Source: an optimization exercise on an open RTL-to-GDS flow (aim: small area, a short achievable clock period and few clock cycles per item). Production flows keep margins and buffers that such runs may drop.
Only simulation tests tie the RTL to the original design; equivalence was not proved.
No activity file was given, so power comes from the tool's default toggle rates.

## SSE
module SSE (
	input  logic        clk,
	input  logic        rst,
	input  logic        in_valid,
	input  logic        in_last,
	input  logic [31:0] A,
	input  logic [31:0] B,
	output logic        in_ready,
	output logic        out_valid,
	output logic [31:0] Y
);
For scale: ~3,800 cells after synthesis, ~360 flip-flops, roughly 32,000 µm² of cells after synthesis.
Settings: LEC_CHECK=0, CAP_MARGIN=20, CORE_MARGIN=2, CORE_UTILIZATION=40, PLACE_DENSITY=0.6, SETUP_SLACK_MARGIN=5, SLEW_MARGIN=20; clock period 10.0 ns.
standard.sh (not shown) runs the stock make flow with config.mk's settings and CLKGATE_MAP_FILE= SYNTH_SCRIPT=/design/flow/synth_recipe.tcl, a recipe that flattens the netlist after the stock synthesis.
==> flow/flow/run.sh <==
#!/bin/bash
set -euo pipefail
bash standard.sh SETUP_SLACK_MARGIN=5.8 finish > standard.log 2>&1
Testbench counts at the start, summed over its fixed seeds: cycles 8,146, items 8,082.
Rerun with:
==> flow/flow/run.sh (replaced) <==
#!/bin/bash
set -euo pipefail
bash standard.sh SETUP_SLACK_MARGIN=5.6 "BUFFER_PORTS_ARGS=-buffer_cell sky130_fd_sc_hd__buf_1" finish > standard.log 2>&1
--- a/flow/config.mk
+++ b/flow/config.mk
@@ -10,2 +10,4 @@
 export CORE_UTILIZATION = 40
+export CTS_CLUSTER_DIAMETER = 100
+export CTS_CLUSTER_SIZE = 30
 export PLACE_DENSITY = 0.6
Via count is lower by 2.0%.
Final area drops by 7.0%.
Die area stays the same.
Power fell by 6.9%.
Setup slack improved by 4.9 ps.
Synthesized area is unchanged.
Utilization shrinks by 3.3 points.
Maximum frequency stays flat.
Routed wire length drops by 4.1%.
Flip-flop and latch count stays the same.
Count of clock-buffer cells in the layout is lower by 33.
Rerun with:
--- a/flow/config.mk
+++ b/flow/config.mk
@@ -10,4 +10,2 @@
 export CORE_UTILIZATION = 40
-export CTS_CLUSTER_DIAMETER = 100
-export CTS_CLUSTER_SIZE = 30
 export PLACE_DENSITY = 0.6
Design area goes up by a few percent.
Sequential power is about the same.
Area after synthesis stays the same.
Via count goes up slightly.

---

Starting RTL as in the previous note.
clock: 10.0 ns
lec_check: 0
cap_margin: 20
core_margin: 2
core_utilization: 40
cts_cluster_diameter: 100
cts_cluster_size: 40
place_density: 0.6
setup_slack_margin: 5
slew_margin: 20
==> flow/flow/run.sh <==
#!/bin/bash
set -euo pipefail
bash standard.sh SETUP_SLACK_MARGIN=5.6 "BUFFER_PORTS_ARGS=-buffer_cell sky130_fd_sc_hd__buf_1" finish > standard.log 2>&1
The starting point passed the timing, DRC and antenna checks.
Testbench counts at the start, summed over its fixed seeds: cycles 8,146, items 8,082.
==> next run, changes <==
==> flow/flow/run.sh (replaced) <==
#!/bin/bash
set -euo pipefail
bash standard.sh SETUP_SLACK_MARGIN=5.6 finish > standard.log 2>&1
--- a/flow/config.mk
+++ b/flow/config.mk
@@ -9,6 +9,4 @@
 export CORE_MARGIN = 2
 export CORE_UTILIZATION = 40
-export CTS_CLUSTER_DIAMETER = 100
-export CTS_CLUSTER_SIZE = 40
 export PLACE_DENSITY = 0.6
 export SETUP_SLACK_MARGIN = 5
The changed run finished with timing, DRC and antenna clean.
Total power grows by 5.6%.
Worst hold slack improved by 0.0082 ns.
Via count grows by about 1.3%.
Sequential power hardly moves.
Area after synthesis does not change.
Clock-buffer cell count grows by 28.
Clock skew grows by 0.033 ns.
Die area stays the same.
Cell count grows by 1.2%.
Utilization grows by 2.3 points.
Non-clock buffer count grows by 20.

---

Setup of job 101:
SSE, a different RTL version from the one above (not shown whole).
Size in the first run: about 3700 cells after synthesis, ~0.033 mm2 of cells after synthesis.
==> flow/config.mk <==
export PLATFORM = sky130hd
export DESIGN_NAME = SSE
export DESIGN_NICKNAME = SSE
export VERILOG_FILES = /design/flow/design.v
export SDC_FILE = /design/flow/constraint.sdc
export NUM_CORES = 4
export LEC_CHECK = 0
export CAP_MARGIN = 20
export CORE_MARGIN = 2
export CORE_UTILIZATION = 55
export CTS_CLUSTER_DIAMETER = 100
export CTS_CLUSTER_SIZE = 30
export PLACE_DENSITY = 0.72
export SETUP_SLACK_MARGIN = 5
export SLEW_MARGIN = 20
export SYNTH_HIERARCHICAL = 1
export SYNTH_MINIMUM_KEEP_SIZE = 0
==> flow/constraint.sdc <==
create_clock -name core_clock -period 10.0 [get_ports {clk}]
set_input_delay 2.0000 -clock core_clock [delete_from_list [all_inputs] [get_ports {clk}]]
set_output_delay 2.0000 -clock core_clock [all_outputs]
set_load 0.01 [all_outputs]
==> flow/flow/run.sh <==
#!/bin/bash
set -euo pipefail
bash standard.sh SETUP_SLACK_MARGIN=5.8 "BUFFER_PORTS_ARGS=-buffer_cell sky130_fd_sc_hd__buf_1" finish > standard.log 2>&1
Job 101: done, clean on timing, DRC and antenna
Testbench counts of job 101, summed over its fixed seeds: cycles 8,146, items 8,082.
Modified inputs, job 102 compared to job 101
Settings: CORE_UTILIZATION now 40, was 55; PLACE_DENSITY now 0.6, was 0.72.
==> flow/flow/run.sh <==
#!/bin/bash
set -euo pipefail
bash standard.sh SETUP_SLACK_MARGIN=5.6 "BUFFER_PORTS_ARGS=-buffer_cell sky130_fd_sc_hd__buf_1" finish > standard.log 2>&1
Job 102 vs job 101 on final cell count: job 102 is the higher one.
A worst-path cell with the longest stage delay of dfxtp_1 is what job 102 shows, while fa_1 belongs to job 101.
Job 101 was smaller in final cell area than job 102.
Re non-clock buffer count: job 101 and job 102 aren't equal, and the higher value belongs to job 101.
Achievable clock frequency (job 102 vs. job 101) decreases by a few percent
What job 103 does differently from job 102 at the input level:
Settings: CORE_UTILIZATION changed from 40 to 68; PLACE_DENSITY changed from 0.6 to 0.82.
==> flow/flow/run.sh <==
#!/bin/bash
set -euo pipefail
bash standard.sh SETUP_SLACK_MARGIN=6.0 "BUFFER_PORTS_ARGS=-buffer_cell sky130_fd_sc_hd__buf_1" finish > standard.log 2>&1
### Flow results
Job 102 was smaller in final cell area than job 103.
Diff job 102 -> job 103 | arrival time reported for the critical path endpoint | decrease of 0.23 ns
Compared with job 102, total power consumption of the routed design in job 103 increased by a few percent.
Job 103 vs job 102 — count of clock-buffer cells in the layout dropped by a little under 10%
Re power per standard cell area: job 103 and job 102 aren't equal, and the higher value belongs to job 103.
Diff job 102 -> job 103: core box area has decreased; part of the cycle the worst path needs lost 1.8 points; minimum period implied by the final worst setup slack has decreased.

-- port drivers added, routing unchanged --
In the flow no input, the clock included, has a driving cell. The finished layouts below were timed again as built, in two steps. Step 1: set_driving_cell puts a clkbuf_16 on clk and a buf_2 on each other input, an assumption about the parent block. Step 2 moves the port delays by t, midway between the first and last clock arrival at a register: inputs arrive t later, outputs are due t later. That takes back most of the time a late clock gives input paths. Slacks: no drivers / after step 1 / after step 2; pairs: no drivers / after step 1.
run | t (ns) | setup slack, ns | worst setup path at the end | pins driven straight from the clock port
the first run of note 1 | 0.653 | 5.706 / 5.706 / 5.227 | input to register | 1
the second run of note 1 | 0.657 | 5.711 / 5.711 / 5.108 | input to register | 1
the third run of note 1 | 0.646 | 5.665 / 5.665 / 5.116 | input to register | 1
the first run of note 2 | 0.663 | 5.707 / 5.707 / 5.117 | input to register | 1
the second run of note 2 | 0.641 | 5.683 / 5.683 / 5.095 | input to register | 1
job 101 | 0.635 | 5.885 / 5.925 / 5.289 | input to register | 1
job 102 | 0.649 | 5.796 / 5.796 / 5.198 | input to register | 1
job 103 | 0.617 | 5.980 / 6.018 / 5.400 | input to register | 1
After both steps every run listed still meets setup and hold. For the second run of note 1, which loses most, drivers alone change the setup slack by 0.000 ns; drivers and shift together by -0.603 ns.
